What follows belongs to an exercise in optimizing a design on an open flow for small area; a production flow would make more cautious choices.
At most, simulation tests tie the RTL to the original design; equivalence was not proved.
The RTL of run 1 was laid out without a check of its function.
Power and IR drop assume default switching activity.

==> flow/design.v <==
`timescale 1ns / 1ps
`default_nettype none
module ibis_texture_mapper
#(parameter TILE_SIZE_POW2_MAX = 9,
  parameter WIDTH = 11)
 (input wire logic aclk,
  input wire logic aresetn,
  input wire logic enable,
  input wire logic unsigned [6:0] write_registers,
  input wire logic unsigned [WIDTH - 1:0] x,
  input wire logic unsigned [WIDTH - 1:0] y,
  input wire logic unsigned [2:0] texture_power2,
  input wire logic signed [17:0] texture_matrixA,
  input wire logic signed [17:0] texture_matrixB,
  input wire logic signed [17:0] texture_matrixC,
  input wire logic signed [17:0] texture_matrixD,
  input wire logic signed [17:0] texture_translateX,
  input wire logic signed [17:0] texture_translateY,
  output logic unsigned [(TILE_SIZE_POW2_MAX * 2) - 1:0] map_address,
  output logic stencil_test,
  output logic stencil_step,
  output logic ready);
  logic [4:0] r_js;
  always_ff @(posedge aclk) begin
    if(!aresetn) r_js <= 5'b00000;
    else if(enable) r_js <= {r_js[3:0], ~r_js[4]};
  end
  wire ph0 = ~r_js[4] & ~r_js[0];
  wire ph1 =  r_js[0] & ~r_js[1];
  wire ph2 =  r_js[1] & ~r_js[2];
  wire ph3 =  r_js[2] & ~r_js[3];
  wire ph4 =  r_js[3] & ~r_js[4];
  wire ph5 =  r_js[4] &  r_js[0];
  wire ph6 = ~r_js[0] &  r_js[1];
  wire ph7 = ~r_js[1] &  r_js[2];
  wire ph8 = ~r_js[2] &  r_js[3];
  wire ph9 = ~r_js[3] &  r_js[4];
  logic [2:0] r_tp;  
  logic signed [17:0] r_A, r_B, r_C, r_D, r_Tx, r_Ty;
  logic [3:0] r_w;
  wire wr = enable & ph0;
  always_ff @(posedge aclk) begin
    if(!aresetn) begin
      r_Tx <= 18'sh0; r_Ty <= 18'sh0; r_tp <= 3'd4;
      r_w <= 4'b0;
    end else begin
      if(wr & write_registers[4]) r_Tx <= texture_translateX;
      if(wr & write_registers[5]) r_Ty <= texture_translateY;
      if(wr & write_registers[6]) r_tp <= texture_power2;
      if(wr) r_w <= r_w | write_registers[3:0];
    end
  end
  always_ff @(posedge aclk) begin
    if(wr & write_registers[0]) r_A <= texture_matrixA;
    if(wr & write_registers[1]) r_B <= texture_matrixB;
    if(wr & write_registers[2]) r_C <= texture_matrixC;
    if(wr & write_registers[3]) r_D <= texture_matrixD;
  end
  logic [9:0] r_xh, r_yh;
  wire [9:0] xh_n, yh_n;
  ibis_tm_rca #(10) u_xh(.a({1'b0, x[8:0]}), .b(~r_Tx[17:8]), .ci(~|r_Tx[7:0]), .s(xh_n));
  ibis_tm_rca #(10) u_yh(.a({1'b0, y[8:0]}), .b(~r_Ty[17:8]), .ci(~|r_Ty[7:0]), .s(yh_n));
  always_ff @(posedge aclk) begin
    if(enable & ph1) r_xh <= xh_n;
    if(enable & ph3) r_yh <= yh_n;
  end
  wire useY = ph2 | ph4 | ph6 | ph8;
  wire hi   = ph3 | ph4 | ph7 | ph8;
  wire start = ph1 | ph5;
  wire [7:0] tlo = useY ? r_Ty[7:0] : r_Tx[7:0];
  wire [8:0] lo_c;
  wire [7:0] lo;  
  assign lo_c[0] = 1'b1;
  for(genvar i = 0; i < 8; i++) begin: g_neg
    assign lo[i] = ~tlo[i] ^ lo_c[i];
    assign lo_c[i + 1] = ~tlo[i] & lo_c[i];
  end
  wire [9:0] hv = useY ? r_yh : r_xh;
  wire [9:0] dig = hi ? hv : {2'b00, lo};
  wire selA = ph1 | ph3;
  wire selB = ph2 | ph4;
  wire selC = ph5 | ph7;
  wire selD = ph6 | ph8;
  wire [17:0] msel = ({18{selA & r_w[0]}} & r_A) | ({18{selB & r_w[1]}} & r_B)
                   | ({18{selC & r_w[2]}} & r_C) | ({18{selD & r_w[3]}} & r_D)
                   | {9'b0, (selA & ~r_w[0]) | (selD & ~r_w[3]), 8'b0};
  logic signed [27:0] r_S;
  logic signed [27:0] acc_in;
  always_comb begin
    if(start) acc_in = 28'sd1 << (17 + r_tp);
    else if(ph3 | ph7) acc_in = r_S >>> 8;
    else acc_in = r_S;
  end
  wire [27:0] sum;
  ibis_tm_mac u_mac(.m(msel), .d(dig), .acc(acc_in), .sum(sum));
  always_ff @(posedge aclk) begin
    if(enable & ~ph9 & ~ph0) r_S <= sum;
  end
  function automatic logic zero_hi(input logic [27:0] h, input logic [2:0] tp);
    logic [7:0] m;
    m = 8'hff << tp;  
    zero_hi = ~|h[27:18] & ~|(h[17:10] & m);
  endfunction
  logic [8:0] r_uk;  
  logic r_zu;        
  always_ff @(posedge aclk) begin
    if(enable & ph4) begin
      r_uk <= sum[16:8];
      r_zu <= zero_hi(sum, r_tp);
    end
  end
  logic r_sx, r_sy, r_tx, r_ty;
  always_ff @(posedge aclk) begin
    if(!aresetn) begin
      r_sx <= 1'b0;
      r_sy <= 1'b0;
    end else begin
      if(enable & ph6) r_sx <= r_zu;
      if(enable & ph8) r_sy <= zero_hi(sum, r_tp);
    end
  end
  always_ff @(posedge aclk) begin
    if(enable & ph8) begin
      r_tx <= ~r_uk[r_tp];
      r_ty <= ~sum[8 + r_tp];
    end
  end
  logic [17:0] r_addr;
  wire [17:0] addr_n;
  wire [8:0] amask = ~(9'h1fc << r_tp);
  wire [17:0] av = {9'b0, r_S[16:8] & amask} << 2;
  wire [17:0] av1 = r_tp[0] ? {av[16:0], 1'b0} : av;
  wire [17:0] av2 = r_tp[1] ? {av1[15:0], 2'b0} : av1;
  wire [17:0] av3 = r_tp[2] ? {av2[13:0], 4'b0} : av2;
  assign addr_n = av3 | {9'b0, r_uk & amask};
  always_ff @(posedge aclk) begin
    if(enable & ph9) r_addr <= addr_n;
  end
  assign map_address = r_addr;
  assign ready = ph9;
  assign stencil_test = r_sx & r_sy;
  assign stencil_step = r_tx & r_ty;
endmodule
module ibis_tm_mac(input wire [17:0] m, input wire [9:0] d, input wire [27:0] acc, output wire [27:0] sum);
  wire t1 = (m[0] & d[8]) ^ (m[1] & d[7]);
  wire t2 = (m[0] & d[8]) & (m[1] & d[7]);
  wire t3 = 1'b1 ^ ~(m[0] & d[9]) ^ (m[1] & d[8]);
  wire t4 = (1'b1 & ~(m[0] & d[9])) | (1'b1 & (m[1] & d[8])) | (~(m[0] & d[9]) & (m[1] & d[8]));
  wire t5 = (m[2] & d[7]) ^ (m[3] & d[6]) ^ (m[4] & d[5]);
  wire t6 = ((m[2] & d[7]) & (m[3] & d[6])) | ((m[2] & d[7]) & (m[4] & d[5])) | ((m[3] & d[6]) & (m[4] & d[5]));
  wire t7 = ~(m[1] & d[9]) ^ (m[2] & d[8]) ^ (m[3] & d[7]);
  wire t8 = (~(m[1] & d[9]) & (m[2] & d[8])) | (~(m[1] & d[9]) & (m[3] & d[7])) | ((m[2] & d[8]) & (m[3] & d[7]));
  wire t9 = (m[4] & d[6]) ^ (m[5] & d[5]) ^ (m[6] & d[4]);
  wire t10 = ((m[4] & d[6]) & (m[5] & d[5])) | ((m[4] & d[6]) & (m[6] & d[4])) | ((m[5] & d[5]) & (m[6] & d[4]));
  wire t11 = ~(m[2] & d[9]) ^ (m[3] & d[8]) ^ (m[4] & d[7]);
  wire t12 = (~(m[2] & d[9]) & (m[3] & d[8])) | (~(m[2] & d[9]) & (m[4] & d[7])) | ((m[3] & d[8]) & (m[4] & d[7]));
  wire t13 = (m[5] & d[6]) ^ (m[6] & d[5]) ^ (m[7] & d[4]);
  wire t14 = ((m[5] & d[6]) & (m[6] & d[5])) | ((m[5] & d[6]) & (m[7] & d[4])) | ((m[6] & d[5]) & (m[7] & d[4]));
  wire t15 = ~(m[3] & d[9]) ^ (m[4] & d[8]) ^ (m[5] & d[7]);
  wire t16 = (~(m[3] & d[9]) & (m[4] & d[8])) | (~(m[3] & d[9]) & (m[5] & d[7])) | ((m[4] & d[8]) & (m[5] & d[7]));
  wire t17 = (m[6] & d[6]) ^ (m[7] & d[5]) ^ (m[8] & d[4]);
  wire t18 = ((m[6] & d[6]) & (m[7] & d[5])) | ((m[6] & d[6]) & (m[8] & d[4])) | ((m[7] & d[5]) & (m[8] & d[4]));
  wire t19 = ~(m[4] & d[9]) ^ (m[5] & d[8]) ^ (m[6] & d[7]);
  wire t20 = (~(m[4] & d[9]) & (m[5] & d[8])) | (~(m[4] & d[9]) & (m[6] & d[7])) | ((m[5] & d[8]) & (m[6] & d[7]));
  wire t21 = (m[7] & d[6]) ^ (m[8] & d[5]) ^ (m[9] & d[4]);
  wire t22 = ((m[7] & d[6]) & (m[8] & d[5])) | ((m[7] & d[6]) & (m[9] & d[4])) | ((m[8] & d[5]) & (m[9] & d[4]));
  wire t23 = ~(m[5] & d[9]) ^ (m[6] & d[8]) ^ (m[7] & d[7]);
  wire t24 = (~(m[5] & d[9]) & (m[6] & d[8])) | (~(m[5] & d[9]) & (m[7] & d[7])) | ((m[6] & d[8]) & (m[7] & d[7]));
  wire t25 = (m[8] & d[6]) ^ (m[9] & d[5]) ^ (m[10] & d[4]);
  wire t26 = ((m[8] & d[6]) & (m[9] & d[5])) | ((m[8] & d[6]) & (m[10] & d[4])) | ((m[9] & d[5]) & (m[10] & d[4]));
  wire t27 = ~(m[6] & d[9]) ^ (m[7] & d[8]) ^ (m[8] & d[7]);
  wire t28 = (~(m[6] & d[9]) & (m[7] & d[8])) | (~(m[6] & d[9]) & (m[8] & d[7])) | ((m[7] & d[8]) & (m[8] & d[7]));
  wire t29 = (m[9] & d[6]) ^ (m[10] & d[5]) ^ (m[11] & d[4]);
  wire t30 = ((m[9] & d[6]) & (m[10] & d[5])) | ((m[9] & d[6]) & (m[11] & d[4])) | ((m[10] & d[5]) & (m[11] & d[4]));
  wire t31 = ~(m[7] & d[9]) ^ (m[8] & d[8]) ^ (m[9] & d[7]);
  wire t32 = (~(m[7] & d[9]) & (m[8] & d[8])) | (~(m[7] & d[9]) & (m[9] & d[7])) | ((m[8] & d[8]) & (m[9] & d[7]));
  wire t33 = (m[10] & d[6]) ^ (m[11] & d[5]) ^ (m[12] & d[4]);
  wire t34 = ((m[10] & d[6]) & (m[11] & d[5])) | ((m[10] & d[6]) & (m[12] & d[4])) | ((m[11] & d[5]) & (m[12] & d[4]));
  wire t35 = 1'b1 ^ ~(m[8] & d[9]) ^ (m[9] & d[8]);
  wire t36 = (1'b1 & ~(m[8] & d[9])) | (1'b1 & (m[9] & d[8])) | (~(m[8] & d[9]) & (m[9] & d[8]));
  wire t37 = (m[10] & d[7]) ^ (m[11] & d[6]) ^ (m[12] & d[5]);
  wire t38 = ((m[10] & d[7]) & (m[11] & d[6])) | ((m[10] & d[7]) & (m[12] & d[5])) | ((m[11] & d[6]) & (m[12] & d[5]));
  wire t39 = (m[13] & d[4]) ^ (m[14] & d[3]);
  wire t40 = (m[13] & d[4]) & (m[14] & d[3]);
  wire t41 = ~(m[9] & d[9]) ^ (m[10] & d[8]) ^ (m[11] & d[7]);
  wire t42 = (~(m[9] & d[9]) & (m[10] & d[8])) | (~(m[9] & d[9]) & (m[11] & d[7])) | ((m[10] & d[8]) & (m[11] & d[7]));
  wire t43 = (m[12] & d[6]) ^ (m[13] & d[5]) ^ (m[14] & d[4]);
  wire t44 = ((m[12] & d[6]) & (m[13] & d[5])) | ((m[12] & d[6]) & (m[14] & d[4])) | ((m[13] & d[5]) & (m[14] & d[4]));
  wire t45 = ~(m[10] & d[9]) ^ (m[11] & d[8]) ^ (m[12] & d[7]);
  wire t46 = (~(m[10] & d[9]) & (m[11] & d[8])) | (~(m[10] & d[9]) & (m[12] & d[7])) | ((m[11] & d[8]) & (m[12] & d[7]));
  wire t47 = (m[0] & d[5]) ^ (m[1] & d[4]);
  wire t48 = (m[0] & d[5]) & (m[1] & d[4]);
  wire t49 = (m[0] & d[6]) ^ (m[1] & d[5]) ^ (m[2] & d[4]);
  wire t50 = ((m[0] & d[6]) & (m[1] & d[5])) | ((m[0] & d[6]) & (m[2] & d[4])) | ((m[1] & d[5]) & (m[2] & d[4]));
  wire t51 = (m[3] & d[3]) ^ (m[4] & d[2]);
  wire t52 = (m[3] & d[3]) & (m[4] & d[2]);
  wire t53 = (m[0] & d[7]) ^ (m[1] & d[6]) ^ (m[2] & d[5]);
  wire t54 = ((m[0] & d[7]) & (m[1] & d[6])) | ((m[0] & d[7]) & (m[2] & d[5])) | ((m[1] & d[6]) & (m[2] & d[5]));
  wire t55 = (m[3] & d[4]) ^ (m[4] & d[3]) ^ (m[5] & d[2]);
  wire t56 = ((m[3] & d[4]) & (m[4] & d[3])) | ((m[3] & d[4]) & (m[5] & d[2])) | ((m[4] & d[3]) & (m[5] & d[2]));
  wire t57 = (m[6] & d[1]) ^ (m[7] & d[0]);
  wire t58 = (m[6] & d[1]) & (m[7] & d[0]);
  wire t59 = t1 ^ (m[2] & d[6]) ^ (m[3] & d[5]);
  wire t60 = (t1 & (m[2] & d[6])) | (t1 & (m[3] & d[5])) | ((m[2] & d[6]) & (m[3] & d[5]));
  wire t61 = (m[4] & d[4]) ^ (m[5] & d[3]) ^ (m[6] & d[2]);
  wire t62 = ((m[4] & d[4]) & (m[5] & d[3])) | ((m[4] & d[4]) & (m[6] & d[2])) | ((m[5] & d[3]) & (m[6] & d[2]));
  wire t63 = (m[7] & d[1]) ^ (m[8] & d[0]) ^ acc[8];
  wire t64 = ((m[7] & d[1]) & (m[8] & d[0])) | ((m[7] & d[1]) & acc[8]) | ((m[8] & d[0]) & acc[8]);
  wire t65 = t3 ^ t5 ^ (m[5] & d[4]);
  wire t66 = (t3 & t5) | (t3 & (m[5] & d[4])) | (t5 & (m[5] & d[4]));
  wire t67 = (m[6] & d[3]) ^ (m[7] & d[2]) ^ (m[8] & d[1]);
  wire t68 = ((m[6] & d[3]) & (m[7] & d[2])) | ((m[6] & d[3]) & (m[8] & d[1])) | ((m[7] & d[2]) & (m[8] & d[1]));
  wire t69 = (m[9] & d[0]) ^ acc[9] ^ t2;
  wire t70 = ((m[9] & d[0]) & acc[9]) | ((m[9] & d[0]) & t2) | (acc[9] & t2);
  wire t71 = t7 ^ t9 ^ (m[7] & d[3]);
  wire t72 = (t7 & t9) | (t7 & (m[7] & d[3])) | (t9 & (m[7] & d[3]));
  wire t73 = (m[8] & d[2]) ^ (m[9] & d[1]) ^ (m[10] & d[0]);
  wire t74 = ((m[8] & d[2]) & (m[9] & d[1])) | ((m[8] & d[2]) & (m[10] & d[0])) | ((m[9] & d[1]) & (m[10] & d[0]));
  wire t75 = acc[10] ^ t4 ^ t6;
  wire t76 = (acc[10] & t4) | (acc[10] & t6) | (t4 & t6);
  wire t77 = t11 ^ t13 ^ (m[8] & d[3]);
  wire t78 = (t11 & t13) | (t11 & (m[8] & d[3])) | (t13 & (m[8] & d[3]));
  wire t79 = (m[9] & d[2]) ^ (m[10] & d[1]) ^ (m[11] & d[0]);
  wire t80 = ((m[9] & d[2]) & (m[10] & d[1])) | ((m[9] & d[2]) & (m[11] & d[0])) | ((m[10] & d[1]) & (m[11] & d[0]));
  wire t81 = acc[11] ^ t8 ^ t10;
  wire t82 = (acc[11] & t8) | (acc[11] & t10) | (t8 & t10);
  wire t83 = t15 ^ t17 ^ (m[9] & d[3]);
  wire t84 = (t15 & t17) | (t15 & (m[9] & d[3])) | (t17 & (m[9] & d[3]));
  wire t85 = (m[10] & d[2]) ^ (m[11] & d[1]) ^ (m[12] & d[0]);
  wire t86 = ((m[10] & d[2]) & (m[11] & d[1])) | ((m[10] & d[2]) & (m[12] & d[0])) | ((m[11] & d[1]) & (m[12] & d[0]));
  wire t87 = acc[12] ^ t12 ^ t14;
  wire t88 = (acc[12] & t12) | (acc[12] & t14) | (t12 & t14);
  wire t89 = t19 ^ t21 ^ (m[10] & d[3]);
  wire t90 = (t19 & t21) | (t19 & (m[10] & d[3])) | (t21 & (m[10] & d[3]));
  wire t91 = (m[11] & d[2]) ^ (m[12] & d[1]) ^ (m[13] & d[0]);
  wire t92 = ((m[11] & d[2]) & (m[12] & d[1])) | ((m[11] & d[2]) & (m[13] & d[0])) | ((m[12] & d[1]) & (m[13] & d[0]));
  wire t93 = acc[13] ^ t16 ^ t18;
  wire t94 = (acc[13] & t16) | (acc[13] & t18) | (t16 & t18);
  wire t95 = t23 ^ t25 ^ (m[11] & d[3]);
  wire t96 = (t23 & t25) | (t23 & (m[11] & d[3])) | (t25 & (m[11] & d[3]));
  wire t97 = (m[12] & d[2]) ^ (m[13] & d[1]) ^ (m[14] & d[0]);
  wire t98 = ((m[12] & d[2]) & (m[13] & d[1])) | ((m[12] & d[2]) & (m[14] & d[0])) | ((m[13] & d[1]) & (m[14] & d[0]));
  wire t99 = acc[14] ^ t20 ^ t22;
  wire t100 = (acc[14] & t20) | (acc[14] & t22) | (t20 & t22);
  wire t101 = t27 ^ t29 ^ (m[12] & d[3]);
  wire t102 = (t27 & t29) | (t27 & (m[12] & d[3])) | (t29 & (m[12] & d[3]));
  wire t103 = (m[13] & d[2]) ^ (m[14] & d[1]) ^ (m[15] & d[0]);
  wire t104 = ((m[13] & d[2]) & (m[14] & d[1])) | ((m[13] & d[2]) & (m[15] & d[0])) | ((m[14] & d[1]) & (m[15] & d[0]));
  wire t105 = acc[15] ^ t24 ^ t26;
  wire t106 = (acc[15] & t24) | (acc[15] & t26) | (t24 & t26);
  wire t107 = t31 ^ t33 ^ (m[13] & d[3]);
  wire t108 = (t31 & t33) | (t31 & (m[13] & d[3])) | (t33 & (m[13] & d[3]));
  wire t109 = (m[14] & d[2]) ^ (m[15] & d[1]) ^ (m[16] & d[0]);
  wire t110 = ((m[14] & d[2]) & (m[15] & d[1])) | ((m[14] & d[2]) & (m[16] & d[0])) | ((m[15] & d[1]) & (m[16] & d[0]));
  wire t111 = acc[16] ^ t28 ^ t30;
  wire t112 = (acc[16] & t28) | (acc[16] & t30) | (t28 & t30);
  wire t113 = t35 ^ t37 ^ t39;
  wire t114 = (t35 & t37) | (t35 & t39) | (t37 & t39);
  wire t115 = (m[15] & d[2]) ^ (m[16] & d[1]) ^ ~(m[17] & d[0]);
  wire t116 = ((m[15] & d[2]) & (m[16] & d[1])) | ((m[15] & d[2]) & ~(m[17] & d[0])) | ((m[16] & d[1]) & ~(m[17] & d[0]));
  wire t117 = acc[17] ^ t32 ^ t34;
  wire t118 = (acc[17] & t32) | (acc[17] & t34) | (t32 & t34);
  wire t119 = t41 ^ t43 ^ (m[15] & d[3]);
  wire t120 = (t41 & t43) | (t41 & (m[15] & d[3])) | (t43 & (m[15] & d[3]));
  wire t121 = (m[16] & d[2]) ^ ~(m[17] & d[1]) ^ acc[18];
  wire t122 = ((m[16] & d[2]) & ~(m[17] & d[1])) | ((m[16] & d[2]) & acc[18]) | (~(m[17] & d[1]) & acc[18]);
  wire t123 = t36 ^ t38 ^ t40;
  wire t124 = (t36 & t38) | (t36 & t40) | (t38 & t40);
  wire t125 = t45 ^ (m[13] & d[6]) ^ (m[14] & d[5]);
  wire t126 = (t45 & (m[13] & d[6])) | (t45 & (m[14] & d[5])) | ((m[13] & d[6]) & (m[14] & d[5]));
  wire t127 = (m[15] & d[4]) ^ (m[16] & d[3]) ^ ~(m[17] & d[2]);
  wire t128 = ((m[15] & d[4]) & (m[16] & d[3])) | ((m[15] & d[4]) & ~(m[17] & d[2])) | ((m[16] & d[3]) & ~(m[17] & d[2]));
  wire t129 = acc[19] ^ t42 ^ t44;
  wire t130 = (acc[19] & t42) | (acc[19] & t44) | (t42 & t44);
  wire t131 = ~(m[11] & d[9]) ^ (m[12] & d[8]) ^ (m[13] & d[7]);
  wire t132 = (~(m[11] & d[9]) & (m[12] & d[8])) | (~(m[11] & d[9]) & (m[13] & d[7])) | ((m[12] & d[8]) & (m[13] & d[7]));
  wire t133 = (m[14] & d[6]) ^ (m[15] & d[5]) ^ (m[16] & d[4]);
  wire t134 = ((m[14] & d[6]) & (m[15] & d[5])) | ((m[14] & d[6]) & (m[16] & d[4])) | ((m[15] & d[5]) & (m[16] & d[4]));
  wire t135 = ~(m[17] & d[3]) ^ acc[20] ^ t46;
  wire t136 = (~(m[17] & d[3]) & acc[20]) | (~(m[17] & d[3]) & t46) | (acc[20] & t46);
  wire t137 = ~(m[12] & d[9]) ^ (m[13] & d[8]) ^ (m[14] & d[7]);
  wire t138 = (~(m[12] & d[9]) & (m[13] & d[8])) | (~(m[12] & d[9]) & (m[14] & d[7])) | ((m[13] & d[8]) & (m[14] & d[7]));
  wire t139 = (m[15] & d[6]) ^ (m[16] & d[5]) ^ ~(m[17] & d[4]);
  wire t140 = ((m[15] & d[6]) & (m[16] & d[5])) | ((m[15] & d[6]) & ~(m[17] & d[4])) | ((m[16] & d[5]) & ~(m[17] & d[4]));
  wire t141 = ~(m[13] & d[9]) ^ (m[14] & d[8]) ^ (m[15] & d[7]);
  wire t142 = (~(m[13] & d[9]) & (m[14] & d[8])) | (~(m[13] & d[9]) & (m[15] & d[7])) | ((m[14] & d[8]) & (m[15] & d[7]));
  wire t143 = (m[0] & d[3]) ^ (m[1] & d[2]);
  wire t144 = (m[0] & d[3]) & (m[1] & d[2]);
  wire t145 = (m[0] & d[4]) ^ (m[1] & d[3]) ^ (m[2] & d[2]);
  wire t146 = ((m[0] & d[4]) & (m[1] & d[3])) | ((m[0] & d[4]) & (m[2] & d[2])) | ((m[1] & d[3]) & (m[2] & d[2]));
  wire t147 = (m[3] & d[1]) ^ (m[4] & d[0]);
  wire t148 = (m[3] & d[1]) & (m[4] & d[0]);
  wire t149 = t47 ^ (m[2] & d[3]) ^ (m[3] & d[2]);
  wire t150 = (t47 & (m[2] & d[3])) | (t47 & (m[3] & d[2])) | ((m[2] & d[3]) & (m[3] & d[2]));
  wire t151 = (m[4] & d[1]) ^ (m[5] & d[0]) ^ acc[5];
  wire t152 = ((m[4] & d[1]) & (m[5] & d[0])) | ((m[4] & d[1]) & acc[5]) | ((m[5] & d[0]) & acc[5]);
  wire t153 = t49 ^ t51 ^ (m[5] & d[1]);
  wire t154 = (t49 & t51) | (t49 & (m[5] & d[1])) | (t51 & (m[5] & d[1]));
  wire t155 = (m[6] & d[0]) ^ acc[6] ^ t48;
  wire t156 = ((m[6] & d[0]) & acc[6]) | ((m[6] & d[0]) & t48) | (acc[6] & t48);
  wire t157 = t53 ^ t55 ^ t57;
  wire t158 = (t53 & t55) | (t53 & t57) | (t55 & t57);
  wire t159 = acc[7] ^ t50 ^ t52;
  wire t160 = (acc[7] & t50) | (acc[7] & t52) | (t50 & t52);
  wire t161 = t59 ^ t61 ^ t63;
  wire t162 = (t59 & t61) | (t59 & t63) | (t61 & t63);
  wire t163 = t54 ^ t56 ^ t58;
  wire t164 = (t54 & t56) | (t54 & t58) | (t56 & t58);
  wire t165 = t65 ^ t67 ^ t69;
  wire t166 = (t65 & t67) | (t65 & t69) | (t67 & t69);
  wire t167 = t60 ^ t62 ^ t64;
  wire t168 = (t60 & t62) | (t60 & t64) | (t62 & t64);
  wire t169 = t71 ^ t73 ^ t75;
  wire t170 = (t71 & t73) | (t71 & t75) | (t73 & t75);
  wire t171 = t66 ^ t68 ^ t70;
  wire t172 = (t66 & t68) | (t66 & t70) | (t68 & t70);
  wire t173 = t77 ^ t79 ^ t81;
  wire t174 = (t77 & t79) | (t77 & t81) | (t79 & t81);
  wire t175 = t72 ^ t74 ^ t76;
  wire t176 = (t72 & t74) | (t72 & t76) | (t74 & t76);
  wire t177 = t83 ^ t85 ^ t87;
  wire t178 = (t83 & t85) | (t83 & t87) | (t85 & t87);
  wire t179 = t78 ^ t80 ^ t82;
  wire t180 = (t78 & t80) | (t78 & t82) | (t80 & t82);
  wire t181 = t89 ^ t91 ^ t93;
  wire t182 = (t89 & t91) | (t89 & t93) | (t91 & t93);
  wire t183 = t84 ^ t86 ^ t88;
  wire t184 = (t84 & t86) | (t84 & t88) | (t86 & t88);
  wire t185 = t95 ^ t97 ^ t99;
  wire t186 = (t95 & t97) | (t95 & t99) | (t97 & t99);
  wire t187 = t90 ^ t92 ^ t94;
  wire t188 = (t90 & t92) | (t90 & t94) | (t92 & t94);
  wire t189 = t101 ^ t103 ^ t105;
  wire t190 = (t101 & t103) | (t101 & t105) | (t103 & t105);
  wire t191 = t96 ^ t98 ^ t100;
  wire t192 = (t96 & t98) | (t96 & t100) | (t98 & t100);
  wire t193 = t107 ^ t109 ^ t111;
  wire t194 = (t107 & t109) | (t107 & t111) | (t109 & t111);
  wire t195 = t102 ^ t104 ^ t106;
  wire t196 = (t102 & t104) | (t102 & t106) | (t104 & t106);
  wire t197 = t113 ^ t115 ^ t117;
  wire t198 = (t113 & t115) | (t113 & t117) | (t115 & t117);
  wire t199 = t108 ^ t110 ^ t112;
  wire t200 = (t108 & t110) | (t108 & t112) | (t110 & t112);
  wire t201 = t119 ^ t121 ^ t123;
  wire t202 = (t119 & t121) | (t119 & t123) | (t121 & t123);
  wire t203 = t114 ^ t116 ^ t118;
  wire t204 = (t114 & t116) | (t114 & t118) | (t116 & t118);
  wire t205 = t125 ^ t127 ^ t129;
  wire t206 = (t125 & t127) | (t125 & t129) | (t127 & t129);
  wire t207 = t120 ^ t122 ^ t124;
  wire t208 = (t120 & t122) | (t120 & t124) | (t122 & t124);
  wire t209 = t131 ^ t133 ^ t135;
  wire t210 = (t131 & t133) | (t131 & t135) | (t133 & t135);
  wire t211 = t126 ^ t128 ^ t130;
  wire t212 = (t126 & t128) | (t126 & t130) | (t128 & t130);
  wire t213 = t137 ^ t139 ^ acc[21];
  wire t214 = (t137 & t139) | (t137 & acc[21]) | (t139 & acc[21]);
  wire t215 = t132 ^ t134 ^ t136;
  wire t216 = (t132 & t134) | (t132 & t136) | (t134 & t136);
  wire t217 = t141 ^ (m[16] & d[6]) ^ ~(m[17] & d[5]);
  wire t218 = (t141 & (m[16] & d[6])) | (t141 & ~(m[17] & d[5])) | ((m[16] & d[6]) & ~(m[17] & d[5]));
  wire t219 = acc[22] ^ t138 ^ t140;
  wire t220 = (acc[22] & t138) | (acc[22] & t140) | (t138 & t140);
  wire t221 = ~(m[14] & d[9]) ^ (m[15] & d[8]) ^ (m[16] & d[7]);
  wire t222 = (~(m[14] & d[9]) & (m[15] & d[8])) | (~(m[14] & d[9]) & (m[16] & d[7])) | ((m[15] & d[8]) & (m[16] & d[7]));
  wire t223 = ~(m[17] & d[6]) ^ acc[23] ^ t142;
  wire t224 = (~(m[17] & d[6]) & acc[23]) | (~(m[17] & d[6]) & t142) | (acc[23] & t142);
  wire t225 = ~(m[15] & d[9]) ^ (m[16] & d[8]) ^ ~(m[17] & d[7]);
  wire t226 = (~(m[15] & d[9]) & (m[16] & d[8])) | (~(m[15] & d[9]) & ~(m[17] & d[7])) | ((m[16] & d[8]) & ~(m[17] & d[7]));
  wire t227 = (m[0] & d[2]) ^ (m[1] & d[1]);
  wire t228 = (m[0] & d[2]) & (m[1] & d[1]);
  wire t229 = t143 ^ (m[2] & d[1]) ^ (m[3] & d[0]);
  wire t230 = (t143 & (m[2] & d[1])) | (t143 & (m[3] & d[0])) | ((m[2] & d[1]) & (m[3] & d[0]));
  wire t231 = t145 ^ t147 ^ acc[4];
  wire t232 = (t145 & t147) | (t145 & acc[4]) | (t147 & acc[4]);
  wire t233 = t149 ^ t151 ^ t146;
  wire t234 = (t149 & t151) | (t149 & t146) | (t151 & t146);
  wire t235 = t153 ^ t155 ^ t150;
  wire t236 = (t153 & t155) | (t153 & t150) | (t155 & t150);
  wire t237 = t157 ^ t159 ^ t154;
  wire t238 = (t157 & t159) | (t157 & t154) | (t159 & t154);
  wire t239 = t161 ^ t163 ^ t158;
  wire t240 = (t161 & t163) | (t161 & t158) | (t163 & t158);
  wire t241 = t165 ^ t167 ^ t162;
  wire t242 = (t165 & t167) | (t165 & t162) | (t167 & t162);
  wire t243 = t169 ^ t171 ^ t166;
  wire t244 = (t169 & t171) | (t169 & t166) | (t171 & t166);
  wire t245 = t173 ^ t175 ^ t170;
  wire t246 = (t173 & t175) | (t173 & t170) | (t175 & t170);
  wire t247 = t177 ^ t179 ^ t174;
  wire t248 = (t177 & t179) | (t177 & t174) | (t179 & t174);
  wire t249 = t181 ^ t183 ^ t178;
  wire t250 = (t181 & t183) | (t181 & t178) | (t183 & t178);
  wire t251 = t185 ^ t187 ^ t182;
  wire t252 = (t185 & t187) | (t185 & t182) | (t187 & t182);
  wire t253 = t189 ^ t191 ^ t186;
  wire t254 = (t189 & t191) | (t189 & t186) | (t191 & t186);
  wire t255 = t193 ^ t195 ^ t190;
  wire t256 = (t193 & t195) | (t193 & t190) | (t195 & t190);
  wire t257 = t197 ^ t199 ^ t194;
  wire t258 = (t197 & t199) | (t197 & t194) | (t199 & t194);
  wire t259 = t201 ^ t203 ^ t198;
  wire t260 = (t201 & t203) | (t201 & t198) | (t203 & t198);
  wire t261 = t205 ^ t207 ^ t202;
  wire t262 = (t205 & t207) | (t205 & t202) | (t207 & t202);
  wire t263 = t209 ^ t211 ^ t206;
  wire t264 = (t209 & t211) | (t209 & t206) | (t211 & t206);
  wire t265 = t213 ^ t215 ^ t210;
  wire t266 = (t213 & t215) | (t213 & t210) | (t215 & t210);
  wire t267 = t217 ^ t219 ^ t214;
  wire t268 = (t217 & t219) | (t217 & t214) | (t219 & t214);
  wire t269 = t221 ^ t223 ^ t218;
  wire t270 = (t221 & t223) | (t221 & t218) | (t223 & t218);
  wire t271 = t225 ^ acc[24] ^ t222;
  wire t272 = (t225 & acc[24]) | (t225 & t222) | (acc[24] & t222);
  wire t273 = ~(m[16] & d[9]) ^ ~(m[17] & d[8]) ^ acc[25];
  wire t274 = (~(m[16] & d[9]) & ~(m[17] & d[8])) | (~(m[16] & d[9]) & acc[25]) | (~(m[17] & d[8]) & acc[25]);
  wire t275 = (m[0] & d[1]) ^ (m[1] & d[0]);
  wire t276 = (m[0] & d[1]) & (m[1] & d[0]);
  wire t277 = t227 ^ (m[2] & d[0]) ^ acc[2];
  wire t278 = (t227 & (m[2] & d[0])) | (t227 & acc[2]) | ((m[2] & d[0]) & acc[2]);
  wire t279 = t229 ^ acc[3] ^ t228;
  wire t280 = (t229 & acc[3]) | (t229 & t228) | (acc[3] & t228);
  wire t281 = t231 ^ t144 ^ t230;
  wire t282 = (t231 & t144) | (t231 & t230) | (t144 & t230);
  wire t283 = t233 ^ t148 ^ t232;
  wire t284 = (t233 & t148) | (t233 & t232) | (t148 & t232);
  wire t285 = t235 ^ t152 ^ t234;
  wire t286 = (t235 & t152) | (t235 & t234) | (t152 & t234);
  wire t287 = t237 ^ t156 ^ t236;
  wire t288 = (t237 & t156) | (t237 & t236) | (t156 & t236);
  wire t289 = t239 ^ t160 ^ t238;
  wire t290 = (t239 & t160) | (t239 & t238) | (t160 & t238);
  wire t291 = t241 ^ t164 ^ t240;
  wire t292 = (t241 & t164) | (t241 & t240) | (t164 & t240);
  wire t293 = t243 ^ t168 ^ t242;
  wire t294 = (t243 & t168) | (t243 & t242) | (t168 & t242);
  wire t295 = t245 ^ t172 ^ t244;
  wire t296 = (t245 & t172) | (t245 & t244) | (t172 & t244);
  wire t297 = t247 ^ t176 ^ t246;
  wire t298 = (t247 & t176) | (t247 & t246) | (t176 & t246);
  wire t299 = t249 ^ t180 ^ t248;
  wire t300 = (t249 & t180) | (t249 & t248) | (t180 & t248);
  wire t301 = t251 ^ t184 ^ t250;
  wire t302 = (t251 & t184) | (t251 & t250) | (t184 & t250);
  wire t303 = t253 ^ t188 ^ t252;
  wire t304 = (t253 & t188) | (t253 & t252) | (t188 & t252);
  wire t305 = t255 ^ t192 ^ t254;
  wire t306 = (t255 & t192) | (t255 & t254) | (t192 & t254);
  wire t307 = t257 ^ t196 ^ t256;
  wire t308 = (t257 & t196) | (t257 & t256) | (t196 & t256);
  wire t309 = t259 ^ t200 ^ t258;
  wire t310 = (t259 & t200) | (t259 & t258) | (t200 & t258);
  wire t311 = t261 ^ t204 ^ t260;
  wire t312 = (t261 & t204) | (t261 & t260) | (t204 & t260);
  wire t313 = t263 ^ t208 ^ t262;
  wire t314 = (t263 & t208) | (t263 & t262) | (t208 & t262);
  wire t315 = t265 ^ t212 ^ t264;
  wire t316 = (t265 & t212) | (t265 & t264) | (t212 & t264);
  wire t317 = t267 ^ t216 ^ t266;
  wire t318 = (t267 & t216) | (t267 & t266) | (t216 & t266);
  wire t319 = t269 ^ t220 ^ t268;
  wire t320 = (t269 & t220) | (t269 & t268) | (t220 & t268);
  wire t321 = t271 ^ t224 ^ t270;
  wire t322 = (t271 & t224) | (t271 & t270) | (t224 & t270);
  wire t323 = t273 ^ t226 ^ t272;
  wire t324 = (t273 & t226) | (t273 & t272) | (t226 & t272);
  wire t325 = (m[17] & d[9]) ^ acc[26] ^ t274;
  wire t326 = ((m[17] & d[9]) & acc[26]) | ((m[17] & d[9]) & t274) | (acc[26] & t274);
  wire t327 = 1'b1 ^ acc[27];
  wire t328 = 1'b1 & acc[27];
  wire [27:0] t329 = {t327, t325, t323, t321, t319, t317, t315, t313, t311, t309, t307, t305, t303, t301, t299, t297, t295, t293, t291, t289, t287, t285, t283, t281, t279, t277, t275, (m[0] & d[0])};
  wire [27:0] t330 = {t326, t324, t322, t320, t318, t316, t314, t312, t310, t308, t306, t304, t302, t300, t298, t296, t294, t292, t290, t288, t286, t284, t282, t280, t278, t276, acc[1], acc[0]};
  assign sum = (t329 + t330);
endmodule
module ibis_tm_rca #(parameter N = 10)
 (input wire logic [N - 1:0] a,
  input wire logic [N - 1:0] b,
  input wire logic ci,
  output logic [N - 1:0] s);
  wire [N:0] c;
  assign c[0] = ci;
  for(genvar i = 0; i < N; i++) begin: g_bit
    assign s[i] = a[i] ^ b[i] ^ c[i];
    assign c[i + 1] = (a[i] & b[i]) | (a[i] & c[i]) | (b[i] & c[i]);
  end
endmodule
==> flow/flow/run.sh <==
#!/bin/bash
set -euo pipefail
export BUFFER_PORTS_ARGS="-buffer_cell sky130_fd_sc_hd__buf_1"
bash standard.sh > standard.log 2>&1
==> flow/standard.sh <==
#!/bin/bash
# synth_recipe.tcl (not shown) runs the flow's synth.tcl, then flattens the netlist and writes it again
# the make line also repeats each setting of config.mk as NAME=value (left out here)
make -C /OpenROAD-flow-scripts/flow DESIGN_CONFIG=/design/flow/config.mk WORK_HOME=/design/flow/orfs CLKGATE_MAP_FILE= SYNTH_SCRIPT=/design/flow/synth_recipe.tcl "${@:-finish}"
==> flow/config.mk <==
export PLATFORM = sky130hd
export DESIGN_NAME = ibis_texture_mapper
export DESIGN_NICKNAME = ibis_texture_mapper
export VERILOG_FILES = /design/flow/design.v
export SDC_FILE = /design/flow/constraint.sdc
export NUM_CORES = 4
export LEC_CHECK = 0
export CAP_MARGIN = 20
export CORE_MARGIN = 2
export CORE_UTILIZATION = 40
export SLEW_MARGIN = 20
==> flow/constraint.sdc <==
create_clock -name core_clock -period 10.0 [get_ports {aclk}]
set_input_delay 2.0000 -clock core_clock [delete_from_list [all_inputs] [get_ports {aclk}]]
set_output_delay 2.0000 -clock core_clock [all_outputs]
set_load 0.01 [all_outputs]
==> run summary, run 1 <==
Pwr
Summed over all cells, the static leakage comes to about 7.2 nW. In this run switching power makes up 44.1% of total power. The internal portion of the total power is approximately 2.3 mW.

Power spread over the standard cell area amounts to around 240 nW/um^2. Of the total power, combinational logic draws between 50% and 60%. Of the total power, the clock network draws 17.1%.

The worst IR drop on VDD is 156 uV. Summed over all nets, the switching power comes to 1.78 mW. The part of the power in registers is 27.3%.

Timing
For this run, the top clock speed supported by timing is 0.111 GHz. Setup repair after global routing left no endpoint under its margin. The final count of hold timing violations is 0. In the final timing run, aggregate negative setup slack is 0 ns. The minimum period implied by the final worst setup slack is roughly 9.0 ns. Headroom to the max-slew limit came out at 32.6%. The final critical-path share of the clock period is 90.3%. Setup violations remaining at the end of the flow were counted as 0. The number of pins exceeding their max-slew limit in the final report was 0. The largest clock skew in the final design is 0.0159 ns. For the pin with the worst max-slew slack, the measured transition is 1.01 ns.

Routing
Using the TritonRoute via totals, the vias-per-cell ratio works out to 5.23. For this run, the detailed router's first-pass iteration total came to 7. The final layout contains routed wiring with a total length of a little under 40000 um. The via count of the routed design is about 11000. The post-route antenna net violation count is 0. After the first detailed-routing iteration, the DRC count stood at 747. The residual DRC count is 0.

The detail-routed net length per standard cell is approximately 18 um.

Global route
The remaining global-route overflow is 0. Global routing used 20.2% of the available tracks. The via count of the first global-routing pass is 11300. The number of antenna violations at the first check in global routing was 0.

The wire length of the first global-routing pass is between 60000 and 70000 um. Entering global routing, the biggest net connects between 50 and 60 pins.

Clock tree
The TritonCTS clock tree is yes. The clock tree root buffer cell is clkbuf_16. The H-tree generated during clock tree synthesis spans 4 levels. Clock tree synthesis inserted a total of 17 buffers. The number of clock sinks seen by CTS is 200. The maximum buffer depth of the clock tree is 2.

Buffers inserted to repair hold after CTS numbered 0. The clock-pin slew of the registers on the worst-case setup and hold paths is 0.07 ns. The number of setup buffers added after CTS is 0. Gates resized during post-CTS repair numbered 0.

The latest clock arrival within the worst-skew pair is 0.47 ns.

Critical path
The critical path's most frequent cell is ha_1. The endpoint kind of the worst setup timing path is a flip-flop. The largest fanout of any net on the critical path is 18. The critical path class is flip-flop to flip-flop. At the worst endpoint, the arrival time is 9.28 ns. The slowest stage of the critical path is the o21ai_0 cell.

At the worst endpoint, the required time is 10.25 ns. The delay of the slowest cell on the worst path is ~0.60 ns. The type of origin of the critical path is a flip-flop.

Floorplan
The total number of placement rows is between 70 and 80. In this run the vertical extent of the chip is roughly 200 um. In this run the horizontal extent of the chip is approximately 200 um.

The initial core utilization is ~40%. After floorplanning, the core was sized to cover 37700 um^2. The die covers roughly 40000 um^2. The count of pins on the block boundary is 164.

Logic synthesis
Of all cell types, the one taking the most synthesized area is edfxtp_1. For this run, the number of Yosys warnings is 1. The number of nets handed over by synthesis was 1880. The synthesized area per cell is about 10 um^2. The share of async-settable or async-resettable flops after synthesis is 0%. The instance count of the mapped netlist is 1520. The register bit count reported by yosys is 200.

Yosys attributes the largest share of cell area to edfxtp_1 29%, fa_1 22%, dfxtp_1 6.5%. The synthesized design contains 150 enable-type register cells. Counting instances in the post-synthesis netlist gives the leading cell types as 260 x nand2_1, 200 x inv_1, 171 x fa_1. The most instantiated library cell after synthesis is nand2_1. The share of the synthesized area in the top cell type is 29.4%. The number of unique standard cell types used by synthesis is 69.

Sequential elements use 35.9% of the synthesized area. The main flop type after synthesis is edfxtp_1. After synthesis the cells add up to 15300 um^2.

Placement
At the end of routability-driven placement, the weighted congestion stood at 0.881. The number of port buffers is 159. The detailed placement HPWL is 30100 um.

Min path
The path category of the worst min-delay check is flip-flop to flip-flop.

Run
The number of max-cap violations is 0.

Finish
The layout cell share with drive strength beyond 1 is between 4 and 5%. The final layout contains a little over 2000 nets. The fill cell instance count of the final layout is ~3600. Relative to the synthesized area, the layout overhead comes to 11.3%.

For this run, the share of the core covered by cells in the final layout is 45.3%.

Outcome
The flow ran to the end and the layout has no timing, DRC or antenna violations.
==> routing by layer <==
layer | global-route usage [%] | vias to the layer above | share of wire [%]
li1 | - | 5311 | -
met1 | 28.4 | 5685 | 45
met2 | 32.1 | 351 | 47
met3 | 3.41 | 42 | 5.3
met4 | 6.15 | 0 | 2.1
met5 | 0 | - | 0
==> logic make-up after synthesis <==
group | synth area share [%]
XOR/XNOR | 1.26
buffers and inverters | 6.68
multiplexers | 2.89
AND/OR/NAND/NOR | 16.1
flip-flops | 35.9
adder cells (fa/ha/maj) | 26.1
AO/OA/AOI/OAI | 11.1
==> placed cells by master, fill, tap and decap left out, types with 9 or more instances in the layout <==
master	netlist	routed
a21boi_0	38	38
and2_1	118	118
fa_1	171	171
buf_4	0	21
nand3_1	19	19
ha_1	46	46
inv_1	200	201
o21ai_0	34	34
nor2_1	52	51
mux2i_1	33	33
dfxtp_1	50	50
edfxtp_1	150	150
xor2_1	9	9
nand2_1	260	260
a22oi_1	38	37
clkbuf_16	0	19
nand4_1	13	13
and3_1	9	9
a21o_1	17	17
xnor2_1	13	13
a21oi_1	71	70
buf_1	5	158
==> state kept, by name, indices dropped and copies added, names as in the netlist <==
register / count
r_tp: 3
r_sx: 1
r_A: 18
r_addr: 18
r_Tx: 18
r_sy: 1
r_uk: 9
r_tx: 1
r_w: 4
r_D: 18
r_C: 18
r_ty: 1
r_yh: 10
r_S: 28
r_js: 5
r_xh: 10
r_Ty: 18
r_zu: 1
r_B: 18
==> critical path, delay by kind of cell, from the launching register on <==
family | cells | cell delay [ns]
AND/OR/NAND/NOR | 7 | 1.05
adder cells (fa/ha/maj) | 12 | 4.21
AO/OA/AOI/OAI | 5 | 1.77
flip-flops | 1 | 0.53
XOR/XNOR | 2 | 0.43
buffers and inverters | 5 | 0.73
multiplexers | 1 | 0.10
==> worst paths after layout <==
check | cells past startpoint | slack [ns] | startpoint | to
worst max-delay path | 32 | 0.97 | r_js[2] | r_zu
worst min-delay path | 1 | 0.46 | r_w[2] | r_w[2]
worst max register to register | 32 | 0.97 | r_js[2] | r_zu
worst min register to register | 1 | 0.46 | r_w[2] | r_w[2]
==> layout make-up <==
cell class                 count  area [um^2]  area share, %
tap                          511          639           3.75
antenna                        1         2.50         0.0147
timing repair buffer         180          756           4.43
multi-input combinational   1053         8820           51.6
clock inverter                10         76.3          0.447
inverter                     202          758           4.44
clock buffer                  22          517           3.03
sequential                   200         5510           32.2
==> through the flow <==
stage | worst slack (ns) | power (mW) | instance area, um^2 | hold WS (ns) | cells
after global routing | 0.389 | 4.32 | 17100 | 0.493 | 2178
after detailed placement | 1.02 | 3.32 | 16500 | 0.446 | 2146
final | 0.966 | 4.03 | 17100 | 0.460 | 2179
after CTS | 0.944 | 4.02 | 17100 | 0.463 | 2178
after global placement | 1.04 | 3.30 | 16500 | 0.438 | 2146
after floorplan | 1.33 | 2.74 | 15300 | 0.421 | 1520
==> power groups by stage <==
stage          registers [mW]  clock network (mW)  logic (mW)
2_1_floorplan            1.09                   0        1.64
3_3_place_gp             1.12                   0        2.18
3_5_place_dp             1.12                   0        2.20
4_1_cts                  1.10               0.706        2.22
5_1_grt                  1.11               0.733        2.48
6_report                 1.10               0.691        2.24
==> run 2, diff against run 1 <==
--- a/flow/design.v
+++ b/flow/design.v
@@ -39,3 +39,3 @@
   logic signed [17:0] r_A, r_B, r_C, r_D, r_Tx, r_Ty;
-  logic [3:0] r_w;
+  logic [5:0] r_w;
   wire wr = enable & ph0;
@@ -43,9 +43,7 @@
     if(!aresetn) begin
-      r_Tx <= 18'sh0; r_Ty <= 18'sh0; r_tp <= 3'd4;
-      r_w <= 4'b0;
+      r_tp <= 3'd4;
+      r_w <= 6'b0;
     end else begin
-      if(wr & write_registers[4]) r_Tx <= texture_translateX;
-      if(wr & write_registers[5]) r_Ty <= texture_translateY;
       if(wr & write_registers[6]) r_tp <= texture_power2;
-      if(wr) r_w <= r_w | write_registers[3:0];
+      if(wr) r_w <= r_w | write_registers[5:0];
     end
@@ -53,2 +51,4 @@
   always_ff @(posedge aclk) begin
+    if(wr & write_registers[4]) r_Tx <= texture_translateX;
+    if(wr & write_registers[5]) r_Ty <= texture_translateY;
     if(wr & write_registers[0]) r_A <= texture_matrixA;
@@ -60,4 +60,6 @@
   wire [9:0] xh_n, yh_n;
-  ibis_tm_rca #(10) u_xh(.a({1'b0, x[8:0]}), .b(~r_Tx[17:8]), .ci(~|r_Tx[7:0]), .s(xh_n));
-  ibis_tm_rca #(10) u_yh(.a({1'b0, y[8:0]}), .b(~r_Ty[17:8]), .ci(~|r_Ty[7:0]), .s(yh_n));
+  wire [17:0] tx = r_Tx & {18{r_w[4]}};
+  wire [17:0] ty = r_Ty & {18{r_w[5]}};
+  ibis_tm_rca #(10) u_xh(.a({1'b0, x[8:0]}), .b(~tx[17:8]), .ci(~|tx[7:0]), .s(xh_n));
+  ibis_tm_rca #(10) u_yh(.a({1'b0, y[8:0]}), .b(~ty[17:8]), .ci(~|ty[7:0]), .s(yh_n));
   always_ff @(posedge aclk) begin
@@ -69,3 +71,3 @@
   wire start = ph1 | ph5;
-  wire [7:0] tlo = useY ? r_Ty[7:0] : r_Tx[7:0];
+  wire [7:0] tlo = useY ? ty[7:0] : tx[7:0];
   wire [8:0] lo_c;
@@ -474,3 +476,182 @@
   wire [27:0] t330 = {t326, t324, t322, t320, t318, t316, t314, t312, t310, t308, t306, t304, t302, t300, t298, t296, t294, t292, t290, t288, t286, t284, t282, t280, t278, t276, acc[1], acc[0]};
-  assign sum = (t329 + t330);
+  wire fp0_0 = t329[0] ^ t330[0];
+  wire fg0_0 = t329[0] & t330[0];
+  wire fp0_1 = t329[1] ^ t330[1];
+  wire fg0_1 = t329[1] & t330[1];
+  wire fp0_2 = t329[2] ^ t330[2];
+  wire fg0_2 = t329[2] & t330[2];
+  wire fp0_3 = t329[3] ^ t330[3];
+  wire fg0_3 = t329[3] & t330[3];
+  wire fp0_4 = t329[4] ^ t330[4];
+  wire fg0_4 = t329[4] & t330[4];
+  wire fp0_5 = t329[5] ^ t330[5];
+  wire fg0_5 = t329[5] & t330[5];
+  wire fp0_6 = t329[6] ^ t330[6];
+  wire fg0_6 = t329[6] & t330[6];
+  wire fp0_7 = t329[7] ^ t330[7];
+  wire fg0_7 = t329[7] & t330[7];
+  wire fp0_8 = t329[8] ^ t330[8];
+  wire fg0_8 = t329[8] & t330[8];
+  wire fp0_9 = t329[9] ^ t330[9];
+  wire fg0_9 = t329[9] & t330[9];
+  wire fp0_10 = t329[10] ^ t330[10];
+  wire fg0_10 = t329[10] & t330[10];
+  wire fp0_11 = t329[11] ^ t330[11];
+  wire fg0_11 = t329[11] & t330[11];
+  wire fp0_12 = t329[12] ^ t330[12];
+  wire fg0_12 = t329[12] & t330[12];
+  wire fp0_13 = t329[13] ^ t330[13];
+  wire fg0_13 = t329[13] & t330[13];
+  wire fp0_14 = t329[14] ^ t330[14];
+  wire fg0_14 = t329[14] & t330[14];
+  wire fp0_15 = t329[15] ^ t330[15];
+  wire fg0_15 = t329[15] & t330[15];
+  wire fp0_16 = t329[16] ^ t330[16];
+  wire fg0_16 = t329[16] & t330[16];
+  wire fp0_17 = t329[17] ^ t330[17];
+  wire fg0_17 = t329[17] & t330[17];
+  wire fp0_18 = t329[18] ^ t330[18];
+  wire fg0_18 = t329[18] & t330[18];
+  wire fp0_19 = t329[19] ^ t330[19];
+  wire fg0_19 = t329[19] & t330[19];
+  wire fp0_20 = t329[20] ^ t330[20];
+  wire fg0_20 = t329[20] & t330[20];
+  wire fp0_21 = t329[21] ^ t330[21];
+  wire fg0_21 = t329[21] & t330[21];
+  wire fp0_22 = t329[22] ^ t330[22];
+  wire fg0_22 = t329[22] & t330[22];
+  wire fp0_23 = t329[23] ^ t330[23];
+  wire fg0_23 = t329[23] & t330[23];
+  wire fp0_24 = t329[24] ^ t330[24];
+  wire fg0_24 = t329[24] & t330[24];
+  wire fp0_25 = t329[25] ^ t330[25];
+  wire fg0_25 = t329[25] & t330[25];
+  wire fp0_26 = t329[26] ^ t330[26];
+  wire fg0_26 = t329[26] & t330[26];
+  wire fp0_27 = t329[27] ^ t330[27];
+  wire fg0_27 = t329[27] & t330[27];
+  wire fg_1 = fg0_1 | (fp0_1 & fg0_0);
+  wire fpp_1 = fp0_1 & fp0_0;
+  wire fg_2 = fg0_3 | (fp0_3 & fg0_2);
+  wire fpp_2 = fp0_3 & fp0_2;
+  wire fg_3 = fg0_5 | (fp0_5 & fg0_4);
+  wire fpp_3 = fp0_5 & fp0_4;
+  wire fg_4 = fg0_7 | (fp0_7 & fg0_6);
+  wire fpp_4 = fp0_7 & fp0_6;
+  wire fg_5 = fg0_9 | (fp0_9 & fg0_8);
+  wire fpp_5 = fp0_9 & fp0_8;
+  wire fg_6 = fg0_11 | (fp0_11 & fg0_10);
+  wire fpp_6 = fp0_11 & fp0_10;
+  wire fg_7 = fg0_13 | (fp0_13 & fg0_12);
+  wire fpp_7 = fp0_13 & fp0_12;
+  wire fg_8 = fg0_15 | (fp0_15 & fg0_14);
+  wire fpp_8 = fp0_15 & fp0_14;
+  wire fg_9 = fg0_17 | (fp0_17 & fg0_16);
+  wire fpp_9 = fp0_17 & fp0_16;
+  wire fg_10 = fg0_19 | (fp0_19 & fg0_18);
+  wire fpp_10 = fp0_19 & fp0_18;
+  wire fg_11 = fg0_21 | (fp0_21 & fg0_20);
+  wire fpp_11 = fp0_21 & fp0_20;
+  wire fg_12 = fg0_23 | (fp0_23 & fg0_22);
+  wire fpp_12 = fp0_23 & fp0_22;
+  wire fg_13 = fg0_25 | (fp0_25 & fg0_24);
+  wire fpp_13 = fp0_25 & fp0_24;
+  wire fg_14 = fg0_27 | (fp0_27 & fg0_26);
+  wire fpp_14 = fp0_27 & fp0_26;
+  wire fg_15 = fg_2 | (fpp_2 & fg_1);
+  wire fpp_15 = fpp_2 & fpp_1;
+  wire fg_16 = fg_4 | (fpp_4 & fg_3);
+  wire fpp_16 = fpp_4 & fpp_3;
+  wire fg_17 = fg_6 | (fpp_6 & fg_5);
+  wire fpp_17 = fpp_6 & fpp_5;
+  wire fg_18 = fg_8 | (fpp_8 & fg_7);
+  wire fpp_18 = fpp_8 & fpp_7;
+  wire fg_19 = fg_10 | (fpp_10 & fg_9);
+  wire fpp_19 = fpp_10 & fpp_9;
+  wire fg_20 = fg_12 | (fpp_12 & fg_11);
+  wire fpp_20 = fpp_12 & fpp_11;
+  wire fg_21 = fg_14 | (fpp_14 & fg_13);
+  wire fpp_21 = fpp_14 & fpp_13;
+  wire fg_22 = fg_16 | (fpp_16 & fg_15);
+  wire fpp_22 = fpp_16 & fpp_15;
+  wire fg_23 = fg_18 | (fpp_18 & fg_17);
+  wire fpp_23 = fpp_18 & fpp_17;
+  wire fg_24 = fg_20 | (fpp_20 & fg_19);
+  wire fpp_24 = fpp_20 & fpp_19;
+  wire fg_25 = fg_23 | (fpp_23 & fg_22);
+  wire fpp_25 = fpp_23 & fpp_22;
+  wire fg_26 = fg_24 | (fpp_24 & fg_25);
+  wire fpp_26 = fpp_24 & fpp_25;
+  wire fg_27 = fg_17 | (fpp_17 & fg_22);
+  wire fpp_27 = fpp_17 & fpp_22;
+  wire fg_28 = fg_19 | (fpp_19 & fg_25);
+  wire fpp_28 = fpp_19 & fpp_25;
+  wire fg_29 = fg_21 | (fpp_21 & fg_26);
+  wire fpp_29 = fpp_21 & fpp_26;
+  wire fg_30 = fg_3 | (fpp_3 & fg_15);
+  wire fpp_30 = fpp_3 & fpp_15;
+  wire fg_31 = fg_5 | (fpp_5 & fg_22);
+  wire fpp_31 = fpp_5 & fpp_22;
+  wire fg_32 = fg_7 | (fpp_7 & fg_27);
+  wire fpp_32 = fpp_7 & fpp_27;
+  wire fg_33 = fg_9 | (fpp_9 & fg_25);
+  wire fpp_33 = fpp_9 & fpp_25;
+  wire fg_34 = fg_11 | (fpp_11 & fg_28);
+  wire fpp_34 = fpp_11 & fpp_28;
+  wire fg_35 = fg_13 | (fpp_13 & fg_26);
+  wire fpp_35 = fpp_13 & fpp_26;
+  wire fg_36 = fg0_2 | (fp0_2 & fg_1);
+  wire fpp_36 = fp0_2 & fpp_1;
+  wire fg_37 = fg0_4 | (fp0_4 & fg_15);
+  wire fpp_37 = fp0_4 & fpp_15;
+  wire fg_38 = fg0_6 | (fp0_6 & fg_30);
+  wire fpp_38 = fp0_6 & fpp_30;
+  wire fg_39 = fg0_8 | (fp0_8 & fg_22);
+  wire fpp_39 = fp0_8 & fpp_22;
+  wire fg_40 = fg0_10 | (fp0_10 & fg_31);
+  wire fpp_40 = fp0_10 & fpp_31;
+  wire fg_41 = fg0_12 | (fp0_12 & fg_27);
+  wire fpp_41 = fp0_12 & fpp_27;
+  wire fg_42 = fg0_14 | (fp0_14 & fg_32);
+  wire fpp_42 = fp0_14 & fpp_32;
+  wire fg_43 = fg0_16 | (fp0_16 & fg_25);
+  wire fpp_43 = fp0_16 & fpp_25;
+  wire fg_44 = fg0_18 | (fp0_18 & fg_33);
+  wire fpp_44 = fp0_18 & fpp_33;
+  wire fg_45 = fg0_20 | (fp0_20 & fg_28);
+  wire fpp_45 = fp0_20 & fpp_28;
+  wire fg_46 = fg0_22 | (fp0_22 & fg_34);
+  wire fpp_46 = fp0_22 & fpp_34;
+  wire fg_47 = fg0_24 | (fp0_24 & fg_26);
+  wire fpp_47 = fp0_24 & fpp_26;
+  wire fg_48 = fg0_26 | (fp0_26 & fg_35);
+  wire fpp_48 = fp0_26 & fpp_35;
+  assign sum[0] = fp0_0 ^ 1'b0;
+  assign sum[1] = fp0_1 ^ fg0_0;
+  assign sum[2] = fp0_2 ^ fg_1;
+  assign sum[3] = fp0_3 ^ fg_36;
+  assign sum[4] = fp0_4 ^ fg_15;
+  assign sum[5] = fp0_5 ^ fg_37;
+  assign sum[6] = fp0_6 ^ fg_30;
+  assign sum[7] = fp0_7 ^ fg_38;
+  assign sum[8] = fp0_8 ^ fg_22;
+  assign sum[9] = fp0_9 ^ fg_39;
+  assign sum[10] = fp0_10 ^ fg_31;
+  assign sum[11] = fp0_11 ^ fg_40;
+  assign sum[12] = fp0_12 ^ fg_27;
+  assign sum[13] = fp0_13 ^ fg_41;
+  assign sum[14] = fp0_14 ^ fg_32;
+  assign sum[15] = fp0_15 ^ fg_42;
+  assign sum[16] = fp0_16 ^ fg_25;
+  assign sum[17] = fp0_17 ^ fg_43;
+  assign sum[18] = fp0_18 ^ fg_33;
+  assign sum[19] = fp0_19 ^ fg_44;
+  assign sum[20] = fp0_20 ^ fg_28;
+  assign sum[21] = fp0_21 ^ fg_45;
+  assign sum[22] = fp0_22 ^ fg_34;
+  assign sum[23] = fp0_23 ^ fg_46;
+  assign sum[24] = fp0_24 ^ fg_26;
+  assign sum[25] = fp0_25 ^ fg_47;
+  assign sum[26] = fp0_26 ^ fg_35;
+  assign sum[27] = fp0_27 ^ fg_48;
 endmodule
==> flow/flow/run.sh (replaced) <==
#!/bin/bash
set -euo pipefail
export BUFFER_PORTS_ARGS="-buffer_cell sky130_fd_sc_hd__buf_1"
export CTS_ARGS="-sink_clustering_enable -repair_clock_nets -dont_use_dummy_load -buf_list sky130_fd_sc_hd__clkbuf_8"
bash standard.sh > standard.log 2>&1
==> run 2 against run 1 <==
Compared with the run above:
- sequential cell count is 2 higher
- wire length is 10% lower
- combinational power is 35% lower
- register-to-register slack worse by 0.38 ns
- first-iteration DRC count is 29% lower
- fmax is 4.1% lower
- still clean
- sequential power hardly changed
- synthesized cell count is 13% lower
- clock skew is 0.055 ns higher
- power is 21% lower
==> run summary, run 2 <==
Timing
The number of pins exceeding their max-slew limit in the final report is 0. Dividing the final minimum period by the clock period gives between 90% and 100%. The worst slack on hold paths is 0.453 ns. The final sum of negative setup slack is 0 ns.

Setup repair after global routing left no endpoint under its margin. The final count of hold timing violations is 0. The largest clock skew in the final design is about 0.071 ns. Setup violations remaining at the end of the flow were counted as 0.

Based on the critical path, the design can be clocked at up to 0.106 GHz. The transition time of the tightest slew-check pin is 1.02 ns. The worst-case setup margin in the final layout is between 0.5 and 0.6 ns. The headroom to the max-slew limit is 31.9%. After layout, the minimum clock period comes to 9.42 ns.

Clock tree
The number of clock buffers added by TritonCTS is 36. The TritonCTS clock tree is yes. Hold repair after CTS inserted 0 buffers.

The maximum buffer depth of the clock tree is 3. Clock tree synthesis selected as its root buffer the cell clkbuf_8. The latest clock arrival within the worst-skew pair is 0.57 ns.

The number of clock sinks seen by CTS is 202. Clock-pin slew was measured on the worst setup and hold paths at 0.05 ns. The H-tree generated during clock tree synthesis spans 2 levels.

Logic synthesis
The sequential area share after synthesis is ~40%. nand2_1 is the most common cell in the netlist. The number of different library cells used by synthesis comes to 58. In the synthesized netlist the async set-or-reset flop fraction comes to 0%. The library cell with the largest summed area after synthesis is edfxtp_1.

Averaged over all synthesized cells, the footprint is 11.2 um^2. The synthesized netlist occupies a cell area of about 15000 um^2. By count the netlist is led by 222 x nand2_1, 210 x inv_1, 186 x edfxtp_1. The synthesized netlist net count is 1689.

For this run, the number of Yosys warnings is 1. Among all flip-flop cells after synthesis, the most frequent one is edfxtp_1. In this run the biggest area consumer among cell types represents 37.9% of the synthesized area. Ranked by total cell area, the synthesized netlist is headed by edfxtp_1 38%, fa_1 25%, nand2_1 5.7%.

Counting flops with a built-in enable in the synthesized netlist gives between 150 and 200. The register bit count reported by yosys is approximately 200. The instance count of the mapped netlist is 1318.

Routing
The length of the first detailed-routing pass in iterations is 5. The routed design has approximately 35000 um of wire. The via density per instance is slightly above 5. The number of DRC violations after detailed-routing iteration 0 is 533. Summing over every cut layer, the via total after detailed routing is 9890. The post-route antenna net violation count is 0. The residual DRC count is 0. Dividing the detail-routed wire length by the instance count gives 18.0 um.

Critical path
STA classifies the critical path startpoint as a flip-flop. The endpoint kind of the worst setup timing path is a flip-flop. The cell that appears most often on the critical path is ha_1. The endpoint of the lowest-slack register-to-register path is r_zu. The delay of the slowest cell on the worst path is approximately 0.56 ns. Setup slack on the worst reg-to-reg path comes out at around 0.58 ns.

The largest fanout of any net on the critical path is 12. The launch instance of the worst register-to-register path is r_js[2]. The buffers plus inverters on the worst setup path is 4. The cell with the largest stage delay on the worst path is fa_1. The kind of cell adding the most delay to the critical path is adder cells. The endpoint arrival time on the critical path is 9.76 ns. The worst setup path is of the flip-flop to flip-flop kind. The count of cells along the worst register-to-register path is 33. The required time reported for the critical path endpoint is 10.34 ns.

Floorplan
The initialized floorplan defines 70 standard-cell rows. During I/O placement, the number of pins put on the boundary was 164. The die is slightly below 200 um wide. The die area is slightly below 40000 um^2. The y dimension of the die is around 200 um. Once the floorplan was initialized, standard cells occupied 40.5% of the core. The floorplan step defined a core boundary enclosing ~36000 um^2.

Placement
Before CTS, the worst setup slack after placement is 0.461 ns. The number of port buffers is 159. Once placement finished, the instance area stood at 15800 um^2.

The instance count after placement with tap cells included is 1917. Detailed placement ended at an HPWL of 27100 um. The global placement routability congestion is 0.817.

Finish
The most common cell after layout, fill and taps aside is nand2_1. The net count reported at finish is 1858. The synthesis-to-layout area growth is 10.9%. The summed area of non-filler cells in the final layout is 16300 um^2. The library cells used most frequently in the layout, excluding fill and tap cells, are 222 x nand2_1, 210 x inv_1, 186 x edfxtp_1. Cells fill 44.9% of the core in the end. The register with the most flip-flops in the layout has 28 of them. For this run, the number of standard cells in the final layout without fillers is approximately 2000. The layout cell share with drive strength beyond 1 is 5.66%.

The top register by number of flip-flops is r_S. The fill cell instance count of the final layout is around 3500. The antenna cell count is 0.

Min path
In this run the most critical hold path is launched from r_w[2]. Counting instances, the worst hold path has a depth of 1. The path category of the worst min-delay check is flip-flop to flip-flop.

The endpoint of the worst hold-timing path is r_w[2].

Global route
Global routing used between 10% and 20% of the available tracks. The wire length of the first global-routing pass is ~56000 um. The remaining global-route overflow is 0. The number of antenna violations at the first check in global routing came to 0. The via count of the first global-routing pass came to 10300.

Entering global routing, the biggest net connects 29 pins.

Outcome
The run finished with no timing, DRC or antenna violations.

Pwr
In this run the static leakage power is around 6.7 nW. Dividing total power by cell area gives a power density of 196 nW/um^2. The design draws 3.20 mW. The worst IR drop on VDD is 142 uV.

Run
Across the run, the number of max-cap violations was 0.
## run 2: repair_timing
action | 4_1_cts | 5_1_grt
gates resized for setup | 0 | 0
setup endpoints to repair | 0 | 1
setup buffers | 0 | 0
## run 2: worst max-delay path by stage
| stage | from | to | slack, ns | cells after the start |
|---|---|---|---|---|
| 3_3_place_gp | r_js[2] | r_zu | 0.66 | 33 |
| 5_1_grt | r_js[2] | r_zu | 0.008 | 33 |
| 4_1_cts | r_js[2] | r_zu | 0.46 | 33 |
| 3_5_place_dp | r_js[2] | r_zu | 0.46 | 33 |
| 6_report | r_js[2] | r_zu | 0.58 | 33 |
| 2_1_floorplan | r_js[4] | r_zu | 1.80 | 36 |
## run 2: final cells by class
type                    count  area [um^2]  share of cell area (%)
inverters                 212          796                    4.87
multi-input cells         854         7800                    47.7
flip-flops and latches    202         5910                    36.1
well taps                 468          586                    3.58
repair buffers            181          762                    4.66
clock buffers              36          495                    3.03
## run 2: power breakdown
group          switching, mW  total, mW  internal [mW]
clock network          0.307      0.624          0.317
logic                  0.883       1.45          0.566
registers             0.0392       1.12           1.09
total                   1.23       3.20           1.97
## run 2: cell families after synthesis
group	after synthesis	synth area share [%]
AO/OA/AOI/OAI	171	7.95
XOR/XNOR	17	1.01
adder cells (fa/ha/maj)	228	28.7
buffers and inverters	262	7.09
flip-flops	202	40.1
multiplexers	21	1.82
AND/OR/NAND/NOR	417	13.4
## run 2: layer usage
layer	track usage (%)	routed length (um)
met2	29.7	16000
met1	26.2	16200
met4	6.73	984
met5	0	0
met3	3.94	1920

separate check: timing with driven ports:
In the flow no input, the clock included, has a driving cell. The finished layouts below were timed again as built, in two steps.
Step 1 (the two cells are an assumption about what drives the block):
set clk [get_ports {aclk}]
set_driving_cell -lib_cell sky130_fd_sc_hd__clkbuf_16 $clk
set_driving_cell -lib_cell sky130_fd_sc_hd__buf_2 [delete_from_list [all_inputs] $clk]
Step 2 moves the port delays by t, midway between the first and last clock arrival at a register: inputs arrive t later, outputs are due t later. That takes back most of the time a late clock gives input paths.
a / b / c = ideal / step 1 / step 2; a / b = the first two.
run | t, ns | setup slack, ns | worst setup path at the end
run 1 | 0.517 | 0.966 / 0.966 / 0.966 | register to register
run 2 | 0.587 | 0.581 / 0.581 / 0.581 | register to register
After both steps every run listed still meets setup and hold.
